Context: an optimization exercise on an open-source flow, tuned for small area and a short achievable clock period. The choices shown serve that exercise and are no tape-out recipe. RTL that was checked went through simulation tests only; none was proved equivalent to the original.

==> inputs of 11-12 <==
==> flow/design.v (excerpt) <==
module winograd_top(clk, rst_n, in_valid,
    inp10, inp11, inp12, inp13, inp20, inp21, inp22, inp23,
    inp30, inp31, inp32, inp33, inp40, inp41, inp42, inp43,
    ker10, ker11, ker12, ker20, ker21, ker22, ker30, ker31, ker32,
    out_valid, out10, out11, out20, out21);
    input clk, rst_n, in_valid;
    input [7:0] inp10, inp11, inp12, inp13;
    input [7:0] inp20, inp21, inp22, inp23;
    input [7:0] inp30, inp31, inp32, inp33;
    input [7:0] inp40, inp41, inp42, inp43;
    input [7:0] ker10, ker11, ker12;
    input [7:0] ker20, ker21, ker22;
    input [7:0] ker30, ker31, ker32;
    output out_valid;
    output [7:0] out10, out11, out20, out21;
    reg [3:1] vld;
    always @(posedge clk) begin
        if (rst_n == 1'b0)
            vld <= {3{1'b0}};
        else
            vld <= {vld[2:1], in_valid};
    end
    assign out_valid = vld[3];
    winograd core(clk, inp10, inp11, inp12, inp13, inp20, inp21, inp22, inp23,
                  inp30, inp31, inp32, inp33, inp40, inp41, inp42, inp43,
                  ker10, ker11, ker12, ker20, ker21, ker22, ker30, ker31, ker32,
                  out10, out11, out20, out21);
endmodule
==> flow/config.mk <==
export PLATFORM = sky130hd
export DESIGN_NAME = winograd_top
export DESIGN_NICKNAME = winograd_top
export VERILOG_FILES = /design/flow/design.v
export SDC_FILE = /design/flow/constraint.sdc
export NUM_CORES = 4
export LEC_CHECK = 0
export CAP_MARGIN = 20
export CORE_MARGIN = 2
export CORE_UTILIZATION = 60
export CTS_CLUSTER_DIAMETER = 100
export CTS_CLUSTER_SIZE = 25
export SLEW_MARGIN = 20
export SYNTH_HIERARCHICAL = 1
==> flow/constraint.sdc <==
create_clock -name core_clock -period 15.5 [get_ports {clk}]
set_input_delay 3.1000 -clock core_clock [delete_from_list [all_inputs] [get_ports {clk}]]
set_output_delay 3.1000 -clock core_clock [all_outputs]
set_load 0.01 [all_outputs]
standard.sh (not shown) runs the stock make flow with config.mk's settings and CLKGATE_MAP_FILE= SYNTH_SCRIPT=/design/flow/synth_recipe.tcl, a recipe that flattens the netlist after the stock synthesis.
==> flow/flow/run.sh <==
#!/bin/bash
# Own layout flow: the standard flow (standard.sh) with two changes:
#  - the port buffers use a small buffer cell (buf_1) instead of the default choice;
#  - timing repair aims for 11.0 ns of setup slack, i.e. it works on every path
#    longer than 4.5 ns (the clock period stays 15.5 ns).
export BUFFER_PORTS_ARGS="-buffer_cell sky130_fd_sc_hd__buf_1"
export SETUP_SLACK_MARGIN=11.0
bash standard.sh > standard.log 2>&1
==> 01-04 (differences from 11-12) <==
--- a/flow/design.v
+++ b/flow/design.v
@@ -115,10 +115,11 @@
 reg r1_n117;
 reg r1_n65;
 reg r1_n229;
 reg r1_n67;
 reg r1_n262;
+reg r1_n33;
 reg r1_n278;
 reg r1_n35;
 reg r1_n131;
 reg r1_n37;
 reg r1_n133;
@@ -154,56 +155,48 @@
 reg r1_n381;
 reg r1_n387;
 reg r1_inp12_0;
 reg r1_inp12_2;
 reg r1_inp12_3;
-reg r1_n398;
-reg r1_n401;
-reg r1_n400;
 reg r1_inp12_4;
 reg r1_inp22_4;
 reg r1_inp32_4;
 reg r1_n402;
+reg r1_n404;
 reg r1_inp12_5;
 reg r1_inp22_5;
 reg r1_inp32_5;
 reg r1_n413;
 reg r1_n419;
 reg r1_inp42_0;
 reg r1_inp42_2;
 reg r1_inp42_3;
-reg r1_n430;
-reg r1_n433;
-reg r1_n432;
 reg r1_inp42_4;
 reg r1_n434;
+reg r1_n436;
 reg r1_inp42_5;
 reg r1_n445;
 reg r1_n451;
 reg r1_inp11_0;
 reg r1_inp11_2;
 reg r1_inp11_3;
-reg r1_n462;
-reg r1_n465;
-reg r1_n464;
 reg r1_inp11_4;
 reg r1_inp21_4;
 reg r1_inp31_4;
 reg r1_n466;
+reg r1_n468;
 reg r1_inp11_5;
 reg r1_inp21_5;
 reg r1_inp31_5;
 reg r1_n477;
 reg r1_n483;
 reg r1_inp41_0;
 reg r1_inp41_2;
 reg r1_inp41_3;
-reg r1_n494;
-reg r1_n497;
-reg r1_n496;
 reg r1_inp41_4;
 reg r1_n498;
+reg r1_n500;
 reg r1_inp41_5;
 reg r1_n509;
 reg r1_n515;
 reg r1_inp10_0;
 reg r1_inp10_1;
@@ -240,10 +233,12 @@
 reg r1_n585;
 reg r1_n463;
 reg r1_n399;
 reg r1_n586;
 reg r1_n527;
+reg r1_n467;
+reg r1_n403;
 reg r1_n327;
 reg r1_n331;
 reg r1_n617;
 reg r1_n335;
 reg r1_n618;
@@ -253,10 +248,13 @@
 reg r1_n649;
 reg r1_n495;
 reg r1_n431;
 reg r1_n650;
 reg r1_n559;
+reg r1_n499;
+reg r1_n435;
+reg r1_n359;
 reg r1_n363;
 reg r1_n681;
 reg r1_n367;
 reg r1_n682;
 reg r1_n713;
@@ -280,13 +278,12 @@
 reg r1_n261;
 reg r1_n583;
 reg r2_n1021;
 reg r2_n1016;
 reg r2_n1023;
-reg r2_n1024;
-reg r2_n1034;
 reg r2_n1035;
+reg r2_n1036;
 reg r1_n1106;
 reg r1_n293;
 reg r1_n679;
 reg r2_n1224;
 reg r2_n1219;
@@ -298,12 +295,10 @@
 reg r2_n1301;
 reg r2_n1296;
 reg r2_n1303;
 reg r2_n1315;
 reg r2_n1316;
-reg r1_n1318;
-reg r1_n1319;
 reg r2_n918;
 reg r2_n1204;
 reg r2_n1430;
 reg r2_n1431;
 reg r2_n924;
@@ -367,35 +362,35 @@
 reg r2_n2229;
 reg r2_n2250;
 reg r2_n1625;
 reg r2_n2062;
 reg r2_n2183;
-reg r3_n2193;
-reg r3_n2260;
-reg r3_n1685;
-reg r3_n2088;
-reg r3_n2205;
-reg r3_n1824;
+reg r3_n1708;
+reg r3_n2259;
+reg r3_n2219;
+reg r3_n2122;
 reg r2_n1750;
 reg r3_n1750;
-reg r3_n2235;
+reg r3_n2205;
+reg r3_n1667;
+reg r3_n1685;
+reg r3_n2104;
+reg r3_n2258;
+reg r3_n2260;
+reg r3_n2257;
+reg r3_n2074;
 reg r3_n2145;
+reg r3_n1651;
 reg r3_n1637;
-reg r3_n2074;
-reg r3_n2259;
+reg r3_n2088;
 reg r3_n1772;
-reg r3_n2122;
-reg r3_n2258;
-reg r3_n1708;
-reg r3_n1667;
 reg r3_n1786;
+reg r3_n1824;
+reg r3_n2193;
+reg r3_n2235;
 reg r3_n2261;
-reg r3_n1651;
-reg r3_n2219;
 reg r3_n1802;
-reg r3_n2104;
-reg r3_n2257;
 wire n1, n2;
 wino_ha u_n2(ker10[0], ker30[0], n1, n2);
 wire n3, n4;
 wino_fa u_n4(ker10[1], ker30[1], n2, n3, n4);
 wire n5, n6;
@@ -858,15 +853,15 @@
 wire n399, n400;
 wino_fa u_n400(n394, n397, n396, n399, n400);
 wire n401, n402;
 wino_fa u_n402(inp12[3], ~inp22[3], inp32[3], n401, n402);
 wire n403, n404;
-wino_fa u_n404(r1_n398, r1_n401, r1_n400, n403, n404);
+wino_fa u_n404(n398, n401, n400, n403, n404);
 wire n405, n406;
 wino_fa u_n406(r1_inp12_4, ~r1_inp22_4, r1_inp32_4, n405, n406);
 wire n407, n408;
-wino_fa u_n408(r1_n402, n405, n404, n407, n408);
+wino_fa u_n408(r1_n402, n405, r1_n404, n407, n408);
 wire n409, n410;
 wino_fa u_n410(r1_inp12_5, ~r1_inp22_5, r1_inp32_5, n409, n410);
 wire n411, n412;
 wino_fa u_n412(n406, n409, n408, n411, n412);
 wire n413, n414;
@@ -896,15 +891,15 @@
 wire n431, n432;
 wino_fa u_n432(n426, n429, n428, n431, n432);
 wire n433, n434;
 wino_fa u_n434(inp22[3], inp32[3], ~inp42[3], n433, n434);
 wire n435, n436;
-wino_fa u_n436(r1_n430, r1_n433, r1_n432, n435, n436);
+wino_fa u_n436(n430, n433, n432, n435, n436);
 wire n437, n438;
 wino_fa u_n438(r1_inp22_4, r1_inp32_4, ~r1_inp42_4, n437, n438);
 wire n439, n440;
-wino_fa u_n440(r1_n434, n437, n436, n439, n440);
+wino_fa u_n440(r1_n434, n437, r1_n436, n439, n440);
 wire n441, n442;
 wino_fa u_n442(r1_inp22_5, r1_inp32_5, ~r1_inp42_5, n441, n442);
 wire n443, n444;
 wino_fa u_n444(n438, n441, n440, n443, n444);
 wire n445, n446;
@@ -933,15 +928,15 @@
 wire n463, n464;
 wino_fa u_n464(n458, n461, n460, n463, n464);
 wire n465, n466;
 wino_fa u_n466(inp11[3], ~inp21[3], inp31[3], n465, n466);
 wire n467, n468;
-wino_fa u_n468(r1_n462, r1_n465, r1_n464, n467, n468);
+wino_fa u_n468(n462, n465, n464, n467, n468);
 wire n469, n470;
 wino_fa u_n470(r1_inp11_4, ~r1_inp21_4, r1_inp31_4, n469, n470);
 wire n471, n472;
-wino_fa u_n472(r1_n466, n469, n468, n471, n472);
+wino_fa u_n472(r1_n466, n469, r1_n468, n471, n472);
 wire n473, n474;
 wino_fa u_n474(r1_inp11_5, ~r1_inp21_5, r1_inp31_5, n473, n474);
 wire n475, n476;
 wino_fa u_n476(n470, n473, n472, n475, n476);
 wire n477, n478;
@@ -971,15 +966,15 @@
 wire n495, n496;
 wino_fa u_n496(n490, n493, n492, n495, n496);
 wire n497, n498;
 wino_fa u_n498(inp21[3], inp31[3], ~inp41[3], n497, n498);
 wire n499, n500;
-wino_fa u_n500(r1_n494, r1_n497, r1_n496, n499, n500);
+wino_fa u_n500(n494, n497, n496, n499, n500);
 wire n501, n502;
 wino_fa u_n502(r1_inp21_4, r1_inp31_4, ~r1_inp41_4, n501, n502);
 wire n503, n504;
-wino_fa u_n504(r1_n498, n501, n500, n503, n504);
+wino_fa u_n504(r1_n498, n501, r1_n500, n503, n504);
 wire n505, n506;
 wino_fa u_n506(r1_inp21_5, r1_inp31_5, ~r1_inp41_5, n505, n506);
 wire n507, n508;
 wino_fa u_n508(n502, n505, n504, n507, n508);
 wire n509, n510;
@@ -1082,11 +1077,11 @@
 wire n589, n590;
 wino_fa u_n590(r1_n463, r1_n399, r1_n586, n589, n590);
 wire n591, n592;
 wino_fa u_n592(r1_n527, ~n589, n588, n591, n592);
 wire n593, n594;
-wino_fa u_n594(n467, n403, n590, n593, n594);
+wino_fa u_n594(r1_n467, r1_n403, n590, n593, n594);
 wire n595, n596;
 wino_fa u_n596(n531, ~n593, n592, n595, n596);
 wire n597, n598;
 wino_fa u_n598(n471, n407, n594, n597, n598);
 wire n599, n600;
@@ -1119,13 +1114,13 @@
 wire n621, n622;
 wino_fa u_n622(r1_n463, r1_n335, r1_n618, n621, n622);
 wire n623, n624;
 wino_fa u_n624(~r1_n399, n620, n621, n623, n624);
 wire n625, n626;
-wino_fa u_n626(n467, n339, n622, n625, n626);
+wino_fa u_n626(r1_n467, n339, n622, n625, n626);
 wire n627, n628;
-wino_fa u_n628(~n403, n624, n625, n627, n628);
+wino_fa u_n628(~r1_n403, n624, n625, n627, n628);
 wire n629, n630;
 wino_fa u_n630(n471, n343, n626, n629, n630);
 wire n631, n632;
 wino_fa u_n632(~n407, n628, n629, n631, n632);
 wire n633, n634;
@@ -1157,11 +1152,11 @@
 wire n653, n654;
 wino_fa u_n654(r1_n495, r1_n431, r1_n650, n653, n654);
 wire n655, n656;
 wino_fa u_n656(~r1_n559, n652, n653, n655, n656);
 wire n657, n658;
-wino_fa u_n658(n499, n435, n654, n657, n658);
+wino_fa u_n658(r1_n499, r1_n435, n654, n657, n658);
 wire n659, n660;
 wino_fa u_n660(~n563, n656, n657, n659, n660);
 wire n661, n662;
 wino_fa u_n662(n503, n439, n658, n661, n662);
 wire n663, n664;
@@ -1195,13 +1190,13 @@
 wire n685, n686;
 wino_fa u_n686(r1_n495, r1_n367, r1_n682, n685, n686);
 wire n687, n688;
 wino_fa u_n688(~r1_n431, n684, n685, n687, n688);
 wire n689, n690;
-wino_fa u_n690(n499, n371, n686, n689, n690);
+wino_fa u_n690(r1_n499, n371, n686, n689, n690);
 wire n691, n692;
-wino_fa u_n692(~n435, n688, n689, n691, n692);
+wino_fa u_n692(~r1_n435, n688, n689, n691, n692);
 wire n693, n694;
 wino_fa u_n694(n503, n375, n690, n693, n694);
 wire n695, n696;
 wino_fa u_n696(~n439, n692, n693, n695, n696);
 wire n697, n698;
@@ -1703,13 +1698,13 @@
 wire n1034;
 wino_x2 u_n1034(n1031, n1032, n1034);
 wire n1035;
 wino_xn u_n1035(n1022, n1033, n1035);
 wire n1036;
-wino_xn u_n1036(r2_n1024, r2_n1034, n1036);
+wino_xn u_n1036(n1024, n1034, n1036);
 wire n1037;
-wino_x2 u_n1037(r2_n1035, n1036, n1037);
+wino_x2 u_n1037(r2_n1035, r2_n1036, n1037);
 wire n1038;
 wino_nand u_n1038(r1_n17, r1_n327, n1038);
 wire n1039;
 wino_nand u_n1039(r1_n17, r1_n331, n1039);
 wire n1040;
@@ -2162,29 +2157,29 @@
 wire n1316;
 wino_xn u_n1316(n1304, n1314, n1316);
 wire n1317;
 wino_x2 u_n1317(r2_n1315, r2_n1316, n1317);
 wire n1318;
-assign n1318 = ~n33;
+assign n1318 = ~r1_n33;
 wire n1319;
-assign n1319 = ~n359;
+assign n1319 = ~r1_n359;
 wire n1320;
-wino_nand u_n1320(r1_n1318, r1_n1319, n1320);
+wino_nand u_n1320(n1318, n1319, n1320);
 wire n1321;
-wino_nand u_n1321(r1_n1318, r1_n363, n1321);
+wino_nand u_n1321(n1318, r1_n363, n1321);
 wire n1322;
-wino_nand u_n1322(r1_n1318, r1_n367, n1322);
+wino_nand u_n1322(n1318, r1_n367, n1322);
 wire n1323;
-wino_nand u_n1323(r1_n1318, n371, n1323);
+wino_nand u_n1323(n1318, n371, n1323);
 wire n1324;
-wino_nand u_n1324(r1_n1318, n375, n1324);
+wino_nand u_n1324(n1318, n375, n1324);
 wire n1325;
-wino_nand u_n1325(r1_n1318, n379, n1325);
+wino_nand u_n1325(n1318, n379, n1325);
 wire n1326;
-wino_nand u_n1326(r1_n1318, n383, n1326);
+wino_nand u_n1326(n1318, n383, n1326);
 wire n1327;
-wino_nand u_n1327(r1_n35, r1_n1319, n1327);
+wino_nand u_n1327(r1_n35, n1319, n1327);
 wire n1328;
 wino_nand u_n1328(r1_n35, r1_n363, n1328);
 wire n1329;
 wino_nand u_n1329(r1_n35, r1_n367, n1329);
 wire n1330;
@@ -2192,39 +2187,39 @@
 wire n1331;
 wino_nand u_n1331(r1_n35, n375, n1331);
 wire n1332;
 wino_nand u_n1332(r1_n35, n379, n1332);
 wire n1333;
-wino_nand u_n1333(r1_n37, r1_n1319, n1333);
+wino_nand u_n1333(r1_n37, n1319, n1333);
 wire n1334;
 wino_nand u_n1334(r1_n37, r1_n363, n1334);
 wire n1335;
 wino_nand u_n1335(r1_n37, r1_n367, n1335);
 wire n1336;
 wino_nand u_n1336(r1_n37, n371, n1336);
 wire n1337;
 wino_nand u_n1337(r1_n37, n375, n1337);
 wire n1338;
-wino_nand u_n1338(n39, r1_n1319, n1338);
+wino_nand u_n1338(n39, n1319, n1338);
 wire n1339;
 wino_nand u_n1339(n39, r1_n363, n1339);
 wire n1340;
 wino_nand u_n1340(n39, r1_n367, n1340);
 wire n1341;
 wino_nand u_n1341(n39, n371, n1341);
 wire n1342;
-wino_nand u_n1342(n41, r1_n1319, n1342);
+wino_nand u_n1342(n41, n1319, n1342);
 wire n1343;
 wino_nand u_n1343(n41, r1_n363, n1343);
 wire n1344;
 wino_nand u_n1344(n41, r1_n367, n1344);
 wire n1345;
-wino_nand u_n1345(n43, r1_n1319, n1345);
+wino_nand u_n1345(n43, n1319, n1345);
 wire n1346;
 wino_nand u_n1346(n43, r1_n363, n1346);
 wire n1347;
-wino_nand u_n1347(n45, r1_n1319, n1347);
+wino_nand u_n1347(n45, n1319, n1347);
 wire n1348, n1349;
 wino_xn u_n1348(n1321, n1327, n1348);
 wino_nor u_n1349(n1321, n1327, n1349);
 wire n1350, n1351;
 wino_x2 u_n1350(n1349, n1328, n1350);
@@ -3647,10 +3642,11 @@
   r1_n117 <= n117;
   r1_n65 <= n65;
   r1_n229 <= n229;
   r1_n67 <= n67;
   r1_n262 <= n262;
+  r1_n33 <= n33;
   r1_n278 <= n278;
   r1_n35 <= n35;
   r1_n131 <= n131;
   r1_n37 <= n37;
   r1_n133 <= n133;
@@ -3686,56 +3682,48 @@
   r1_n381 <= n381;
   r1_n387 <= n387;
   r1_inp12_0 <= inp12[0];
   r1_inp12_2 <= inp12[2];
   r1_inp12_3 <= inp12[3];
-  r1_n398 <= n398;
-  r1_n401 <= n401;
-  r1_n400 <= n400;
   r1_inp12_4 <= inp12[4];
   r1_inp22_4 <= inp22[4];
   r1_inp32_4 <= inp32[4];
   r1_n402 <= n402;
+  r1_n404 <= n404;
   r1_inp12_5 <= inp12[5];
   r1_inp22_5 <= inp22[5];
   r1_inp32_5 <= inp32[5];
   r1_n413 <= n413;
   r1_n419 <= n419;
   r1_inp42_0 <= inp42[0];
   r1_inp42_2 <= inp42[2];
   r1_inp42_3 <= inp42[3];
-  r1_n430 <= n430;
-  r1_n433 <= n433;
-  r1_n432 <= n432;
   r1_inp42_4 <= inp42[4];
   r1_n434 <= n434;
+  r1_n436 <= n436;
   r1_inp42_5 <= inp42[5];
   r1_n445 <= n445;
   r1_n451 <= n451;
   r1_inp11_0 <= inp11[0];
   r1_inp11_2 <= inp11[2];
   r1_inp11_3 <= inp11[3];
-  r1_n462 <= n462;
-  r1_n465 <= n465;
-  r1_n464 <= n464;
   r1_inp11_4 <= inp11[4];
   r1_inp21_4 <= inp21[4];
   r1_inp31_4 <= inp31[4];
   r1_n466 <= n466;
+  r1_n468 <= n468;
   r1_inp11_5 <= inp11[5];
   r1_inp21_5 <= inp21[5];
   r1_inp31_5 <= inp31[5];
   r1_n477 <= n477;
   r1_n483 <= n483;
   r1_inp41_0 <= inp41[0];
   r1_inp41_2 <= inp41[2];
   r1_inp41_3 <= inp41[3];
-  r1_n494 <= n494;
-  r1_n497 <= n497;
-  r1_n496 <= n496;
   r1_inp41_4 <= inp41[4];
   r1_n498 <= n498;
+  r1_n500 <= n500;
   r1_inp41_5 <= inp41[5];
   r1_n509 <= n509;
   r1_n515 <= n515;
   r1_inp10_0 <= inp10[0];
   r1_inp10_1 <= inp10[1];
@@ -3772,10 +3760,12 @@
   r1_n585 <= n585;
   r1_n463 <= n463;
   r1_n399 <= n399;
   r1_n586 <= n586;
   r1_n527 <= n527;
+  r1_n467 <= n467;
+  r1_n403 <= n403;
   r1_n327 <= n327;
   r1_n331 <= n331;
   r1_n617 <= n617;
   r1_n335 <= n335;
   r1_n618 <= n618;
@@ -3785,10 +3775,13 @@
   r1_n649 <= n649;
   r1_n495 <= n495;
   r1_n431 <= n431;
   r1_n650 <= n650;
   r1_n559 <= n559;
+  r1_n499 <= n499;
+  r1_n435 <= n435;
+  r1_n359 <= n359;
   r1_n363 <= n363;
   r1_n681 <= n681;
   r1_n367 <= n367;
   r1_n682 <= n682;
   r1_n713 <= n713;
@@ -3812,13 +3805,12 @@
   r1_n261 <= n261;
   r1_n583 <= n583;
   r2_n1021 <= n1021;
   r2_n1016 <= n1016;
   r2_n1023 <= n1023;
-  r2_n1024 <= n1024;
-  r2_n1034 <= n1034;
   r2_n1035 <= n1035;
+  r2_n1036 <= n1036;
   r1_n1106 <= n1106;
   r1_n293 <= n293;
   r1_n679 <= n679;
   r2_n1224 <= n1224;
   r2_n1219 <= n1219;
@@ -3830,12 +3822,10 @@
   r2_n1301 <= n1301;
   r2_n1296 <= n1296;
   r2_n1303 <= n1303;
   r2_n1315 <= n1315;
   r2_n1316 <= n1316;
-  r1_n1318 <= n1318;
-  r1_n1319 <= n1319;
   r2_n918 <= n918;
   r2_n1204 <= n1204;
   r2_n1430 <= n1430;
   r2_n1431 <= n1431;
   r2_n924 <= n924;
@@ -3899,35 +3889,35 @@
   r2_n2229 <= n2229;
   r2_n2250 <= n2250;
   r2_n1625 <= n1625;
   r2_n2062 <= n2062;
   r2_n2183 <= n2183;
-  r3_n2193 <= n2193;
-  r3_n2260 <= n2260;
-  r3_n1685 <= n1685;
-  r3_n2088 <= n2088;
-  r3_n2205 <= n2205;
-  r3_n1824 <= n1824;
+  r3_n1708 <= n1708;
+  r3_n2259 <= n2259;
+  r3_n2219 <= n2219;
+  r3_n2122 <= n2122;
   r2_n1750 <= n1750;
   r3_n1750 <= r2_n1750;
-  r3_n2235 <= n2235;
+  r3_n2205 <= n2205;
+  r3_n1667 <= n1667;
+  r3_n1685 <= n1685;
+  r3_n2104 <= n2104;
+  r3_n2258 <= n2258;
+  r3_n2260 <= n2260;
+  r3_n2257 <= n2257;
+  r3_n2074 <= n2074;
   r3_n2145 <= n2145;
+  r3_n1651 <= n1651;
   r3_n1637 <= n1637;
-  r3_n2074 <= n2074;
-  r3_n2259 <= n2259;
+  r3_n2088 <= n2088;
   r3_n1772 <= n1772;
-  r3_n2122 <= n2122;
-  r3_n2258 <= n2258;
-  r3_n1708 <= n1708;
-  r3_n1667 <= n1667;
   r3_n1786 <= n1786;
+  r3_n1824 <= n1824;
+  r3_n2193 <= n2193;
+  r3_n2235 <= n2235;
   r3_n2261 <= n2261;
-  r3_n1651 <= n1651;
-  r3_n2219 <= n2219;
   r3_n1802 <= n1802;
-  r3_n2104 <= n2104;
-  r3_n2257 <= n2257;
 end
 assign out10 = {r3_n1708, r3_n1708, r3_n1708, r3_n1685, r3_n1667, r3_n1651, r3_n1637, r3_n2258};
 assign out11 = {r3_n1824, r3_n1824, r3_n1824, r3_n1802, r3_n1786, r3_n1772, r3_n2259, r3_n1750};
 assign out20 = {r3_n2145, r3_n2145, r3_n2145, r3_n2122, r3_n2104, r3_n2088, r3_n2074, r3_n2260};
 assign out21 = {r3_n2257, r3_n2257, r3_n2257, r3_n2235, r3_n2219, r3_n2205, r3_n2193, r3_n2261};
Settings changed: PLACE_DENSITY set to 0.75.
==> flow_summary.toml <==
[finish]
finalNetCount = 3343
nFillCells = 3583
syn2layout_area_growth_pct = 9.04
buffer_area_share_pct = 3.32

[sta]
hold-worst-slack_ns = 0.349
fmax_mhz = 222

[global_route]
grt_pass1_vias = 17792
grtUsageMet1_pct = 41.4
met2_usage_pct = 52.1

[logic_synthesis]
syn_avg_cell_area_sq_um = 11.8

[routing]
wl_met1_um = 27200
wl_met2_um = 33900
dr_total_vias = 15986

[worst_setup_path]
crit_buf_inv = 2

[clock_tree]
cts_resized = 40

[status]
status = "finished clean"
[end of results for 11-12]
==> flow_summary.toml <==
[status]
status = "finished clean"

[sta]
fmax_mhz = 222
hold-worst-slack_ns = 0.336

[worst_setup_path]
crit_buf_inv = 1

[global_route]
grtUsageMet1_pct = 37.7
grt_pass1_vias = 18205
met2_usage_pct = 50.0

[finish]
buffer_area_share_pct = 3.24
syn2layout_area_growth_pct = 8.72
finalNetCount = 3333
nFillCells = 3352

[routing]
wl_met1_um = 25300
dr_total_vias = 16197
[end of results for 01-04]
Function not checked in 11-12: the RTL went through the layout flow alone.

-- re-timing with driven ports --
The flow's constraints put no driver on any port. The routed layouts listed below were extracted and timed again, unchanged, in two steps. Step 1 assumes that a clkbuf_16 drives the clock port and a buf_2 every other input. Step 2 also shifts input and output timing later by t, the mid clock arrival at the registers, as if the neighbouring blocks saw the same clock. Slacks: no drivers / after step 1 / after step 2; pairs: no drivers / after step 1.
run | t (ns) | slack for setup (ns) | latest minus earliest clock arrival (ns) | worst slew at a driven data input, ns
11-12 | 0.608 | 11.004 / 11.027 / 10.419 | 0.024 / 0.024 | 0.06
01-04 | 0.601 | 11.005 / 11.044 / 10.444 | 0.027 / 0.027 | 0.05
After both steps every run listed still meets setup and hold. For 11-12, which loses most, drivers alone change the setup slack by +0.023 ns; drivers and shift together by -0.585 ns.
